Context: an optimization exercise on an open-source flow, tuned for small area. The choices shown serve that exercise and are no tape-out recipe. Function was checked by simulation only, so behaviour that the tests miss may differ from the original. Power and IR drop assume default switching activity.

// alu_datapath
module alu_datapath (
    input  wire        clk,
    input  wire        we,
    input  wire        mux_ctrl,
    input  wire [4:0]  rr1,
    input  wire [4:0]  rr2,
    input  wire [4:0]  wr,
    input  wire [31:0] write_data,
    input  wire [3:0]  op,
    input  wire [3:0]  shamount,
    input  wire        sign,
    output wire [31:0] result
);
For scale: roughly 1100 cells after synthesis, roughly 300 flip-flops, roughly 91 I/O pins, roughly 15000 µm² of cells after synthesis.
==> flow/config.mk <==
export PLATFORM = sky130hd
export DESIGN_NAME = alu_datapath
export DESIGN_NICKNAME = alu_datapath
export VERILOG_FILES = /design/flow/design.v
export SDC_FILE = /design/flow/constraint.sdc
export NUM_CORES = 4
export LEC_CHECK = 0
export CAP_MARGIN = 20
export CELL_PAD_IN_SITES_DETAIL_PLACEMENT = 1
export CELL_PAD_IN_SITES_GLOBAL_PLACEMENT = 1
export CORE_MARGIN = 2
export CORE_UTILIZATION = 40
export SLEW_MARGIN = 20
==> flow/constraint.sdc <==
create_clock -name core_clock -period 10.0 [get_ports {clk}]
set_input_delay 2.0000 -clock core_clock [delete_from_list [all_inputs] [get_ports {clk}]]
set_output_delay 2.0000 -clock core_clock [all_outputs]
set_load 0.01 [all_outputs]
standard.sh (not shown) runs the stock make flow with config.mk's settings and CLKGATE_MAP_FILE= SYNTH_SCRIPT=/design/flow/synth_recipe.tcl, a recipe that flattens the netlist after the stock synthesis.
==> flow/flow/run.sh <==
#!/bin/bash
# Standard layout (the standard.sh) with these changes:
#  - the modules that flow/mapped.v defines (ReadPort, ShiftCore) are taken
#    from there, built directly from library cells, instead of from design.v;
#    flow/mapped.v is written by gen/gen_mapped.py and does what the RTL
#    modules of the same names do;
#  - ABC maps the rest of the logic with an area-oriented script
#    (flow/area.abc) instead of ORFS's speed script; the registers come from
#    the standard synthesis unchanged;
#  - every port still gets a buffer, but a sky130_fd_sc_hd__buf_1;
#  - clock tree sinks are clustered in larger groups, without dummy loads.
set -euo pipefail
W=$(pwd)
mods=$(sed -n 's/^module \([A-Za-z_][A-Za-z0-9_]*\).*/\1/p' "$W/flow/mapped.v" | paste -sd'|')
awk -v mods="^module ($mods)[ (]" '
  $0 ~ mods { skip = 1 }
  !skip { print }
  skip && /^endmodule/ { skip = 0 }
' "$W/design.v" > "$W/design_own.v"
cat "$W/flow/mapped.v" >> "$W/design_own.v"
cat > "$W/own_synth.tcl" <<EOT
proc own_abc_script {n1 n2 op} {
  global abc_args
  set i [lsearch -exact \$abc_args -script]
  if {\$i >= 0} { lset abc_args [expr {\$i + 1}] {$W/flow/area.abc} }
}
trace add variable ::abc_args write own_abc_script
source {$W/synth_recipe.tcl}
EOT
bash "$W/standard.sh" \
  "VERILOG_FILES=$W/design_own.v" \
  "SYNTH_SCRIPT=$W/own_synth.tcl" \
  "BUFFER_PORTS_ARGS=-buffer_cell sky130_fd_sc_hd__buf_1" \
  "CTS_ARGS=-sink_clustering_enable -repair_clock_nets -sink_clustering_size 18 -sink_clustering_max_diameter 70 -buf_list sky130_fd_sc_hd__clkbuf_8 -dont_use_dummy_load" \
  finish > "$W/flow.log" 2>&1
Other scripts of this flow, unchanged in this note and not shown: flow/flow/area.abc, flow/flow/mapped.v
The baseline went through all stages and came out clean.
Edit:
--- a/flow/flow/run.sh
+++ b/flow/flow/run.sh
@@ -33,3 +33,3 @@
   "BUFFER_PORTS_ARGS=-buffer_cell sky130_fd_sc_hd__buf_1" \
-  "CTS_ARGS=-sink_clustering_enable -repair_clock_nets -sink_clustering_size 18 -sink_clustering_max_diameter 70 -buf_list sky130_fd_sc_hd__clkbuf_8 -dont_use_dummy_load" \
+  "CTS_ARGS=-sink_clustering_enable -repair_clock_nets -sink_clustering_size 16 -sink_clustering_max_diameter 60 -buf_list sky130_fd_sc_hd__clkbuf_8 -dont_use_dummy_load" \
   finish > "$W/flow.log" 2>&1
Effect: Worst setup slack gets better by 0.027 ns. Hold slack gets better by 0.0040 ns. Non-clock buffer count does not change. Die area does not change.

--- another note on this design; it stands on its own ---

## build 82
// alu_datapath
module alu_datapath (
    input  wire        clk,
    input  wire        we,
    input  wire        mux_ctrl,
    input  wire [4:0]  rr1,
    input  wire [4:0]  rr2,
    input  wire [4:0]  wr,
    input  wire [31:0] write_data,
    input  wire [3:0]  op,
    input  wire [3:0]  shamount,
    input  wire        sign,
    output wire [31:0] result
);
For scale: about 310 flip-flops, about 91 I/O pins, ~0.017 mm2 of cells after synthesis.
clock: 10.0 ns
lec_check: 0
cap_margin: 5
core_margin: 2
core_utilization: 40
cts_buf_list: sky130_fd_sc_hd__clkbuf_8
cts_cluster_size: 30
slew_margin: 5
run.sh (not shown) runs the stock make flow with config.mk's settings and CLKGATE_MAP_FILE= SYNTH_SCRIPT=/design/flow/synth_recipe.tcl, a recipe that flattens the netlist after the stock synthesis.
The inputs of build 24 differ from those of build 82 as listed below.
Settings: CTS_CLUSTER_SIZE no longer set, was 30; CTS_BUF_LIST no longer set, was sky130_fd_sc_hd__clkbuf_8; CAP_MARGIN now 20, was 5; SLEW_MARGIN now 20, was 5.
[summary]
Summary of the comparison: total chip power is higher in build 24, relative to build 82.
From build 82 to build 24 the numbers moved as follows: non-clock buffer area fraction after layout barely changed, worst hold margin barely changed, part of the total power dissipated in the clock network climbed 3.7 points, final cell utilization of the core climbed 0.37 points.
Diff build 24..build 82 | register area share after synthesis | unchanged
Max-slew headroom at the worst pin ends up lower on build 24.
#### Input delta (build 11 over build 24)
Settings: CTS_BUF_LIST newly set to sky130_fd_sc_hd__clkbuf_4 sky130_fd_sc_hd__clkbuf_8; CORE_UTILIZATION changed from 40 to 60; PLACE_DENSITY newly set to 0.75.
--- outcome ---
Relative to build 24, global-route usage increased by 13 points in build 11. Build 24 → build 11: layout buffer count excluding clock buffers decreased 2.9%; register share of the cell area increased 1.0 points; final critical path time including I/O delays and setup increased 0.26 ns; total leakage power decreased 1.6%; maximum frequency decreased 2.7%. On number of buffers created by CTS: between build 11 and build 24, it ends up lower for build 24. Sort build 11 and build 24 by number of clock buffers in the layout desc -> top: build 11. In build 11, the tap cell instance count came out 161 below the value in build 24. Growth of design area from synthesis to finish was higher in build 24 than in build 11. Synthesized instance count: build 24 vs build 11 identical.
diff inputs: build 11 => build 92
Settings: removing PLACE_DENSITY (formerly 0.75); changing CORE_UTILIZATION from 60 to 40; removing CTS_BUF_LIST (formerly sky130_fd_sc_hd__clkbuf_4 sky130_fd_sc_hd__clkbuf_8).
==> flow/flow/run.sh (new file) <==
#!/bin/bash
# Standard layout, except that ABC maps the logic with an area-oriented
# script (flow/area.abc) instead of ORFS's speed script. Everything else,
# registers included, comes from the standard synthesis and flow.
set -euo pipefail
W=$(pwd)
cat > "$W/own_synth.tcl" <<EOT
proc own_abc_script {n1 n2 op} {
  global abc_args
  set i [lsearch -exact \$abc_args -script]
  if {\$i >= 0} { lset abc_args [expr {\$i + 1}] {$W/flow/area.abc} }
}
trace add variable ::abc_args write own_abc_script
source {$W/synth_recipe.tcl}
EOT
bash "$W/standard.sh" "SYNTH_SCRIPT=$W/own_synth.tcl" finish > "$W/flow.log" 2>&1
==> flow/flow/area.abc (new file) <==
strash
&get -n
&dch -f
&nf -R 1000
&put
==> flow/standard.sh (new file) <==
#!/bin/bash
# synth_recipe.tcl (not shown) runs the flow's synth.tcl, then flattens the netlist and writes it again
# the make line also repeats each setting of config.mk as NAME=value (left out here)
make -C /OpenROAD-flow-scripts/flow DESIGN_CONFIG=/design/flow/config.mk WORK_HOME=/design/flow/orfs CLKGATE_MAP_FILE= SYNTH_SCRIPT=/design/flow/synth_recipe.tcl "${@:-finish}"
removed: flow/run.sh
==> comparison <==
Going from build 11 to build 92, global-route usage lower, count of non-filler cells in the finished layout has increased, number of buffers created by CTS shrank by 29%.
Maximum frequency: build 92 worse than build 11
Between build 11 and build 92, the flow reports die boundary height increasing by more than 10%.
Run comparison: build 92 destination of the critical timing path result[29]; build 11 destination of the critical timing path result[17]

-- static timing again, ports no longer ideal --
In the flow no input, the clock included, has a driving cell. The finished layouts below were timed again as built, in two steps. Step 1 assumes that a clkbuf_16 drives the clock port and a buf_2 every other input. Step 2 also shifts input and output timing later by t, the mid clock arrival at the registers, as if the neighbouring blocks saw the same clock. Three values: ideal, step 1, step 2; two values: the first two.
run	shift t [ns]	slack for setup (ns)	worst register clock-pin slew, ns	cell pins on the clock port's net
the first run of note 1	0.651	1.101 / 1.080 / 1.080	0.11 / 0.11	1
the second run of note 1	0.658	1.128 / 1.107 / 1.107	0.10 / 0.10	1
build 82	0.671	0.680 / 0.658 / 0.658	0.07 / 0.07	1
build 24	0.601	0.721 / 0.699 / 0.699	0.06 / 0.06	1
build 11	0.648	0.460 / 0.433 / 0.433	0.07 / 0.07	1
build 92	0.585	0.406 / 0.379 / 0.379	0.06 / 0.06	1
After both steps setup and hold are still met in every run listed.
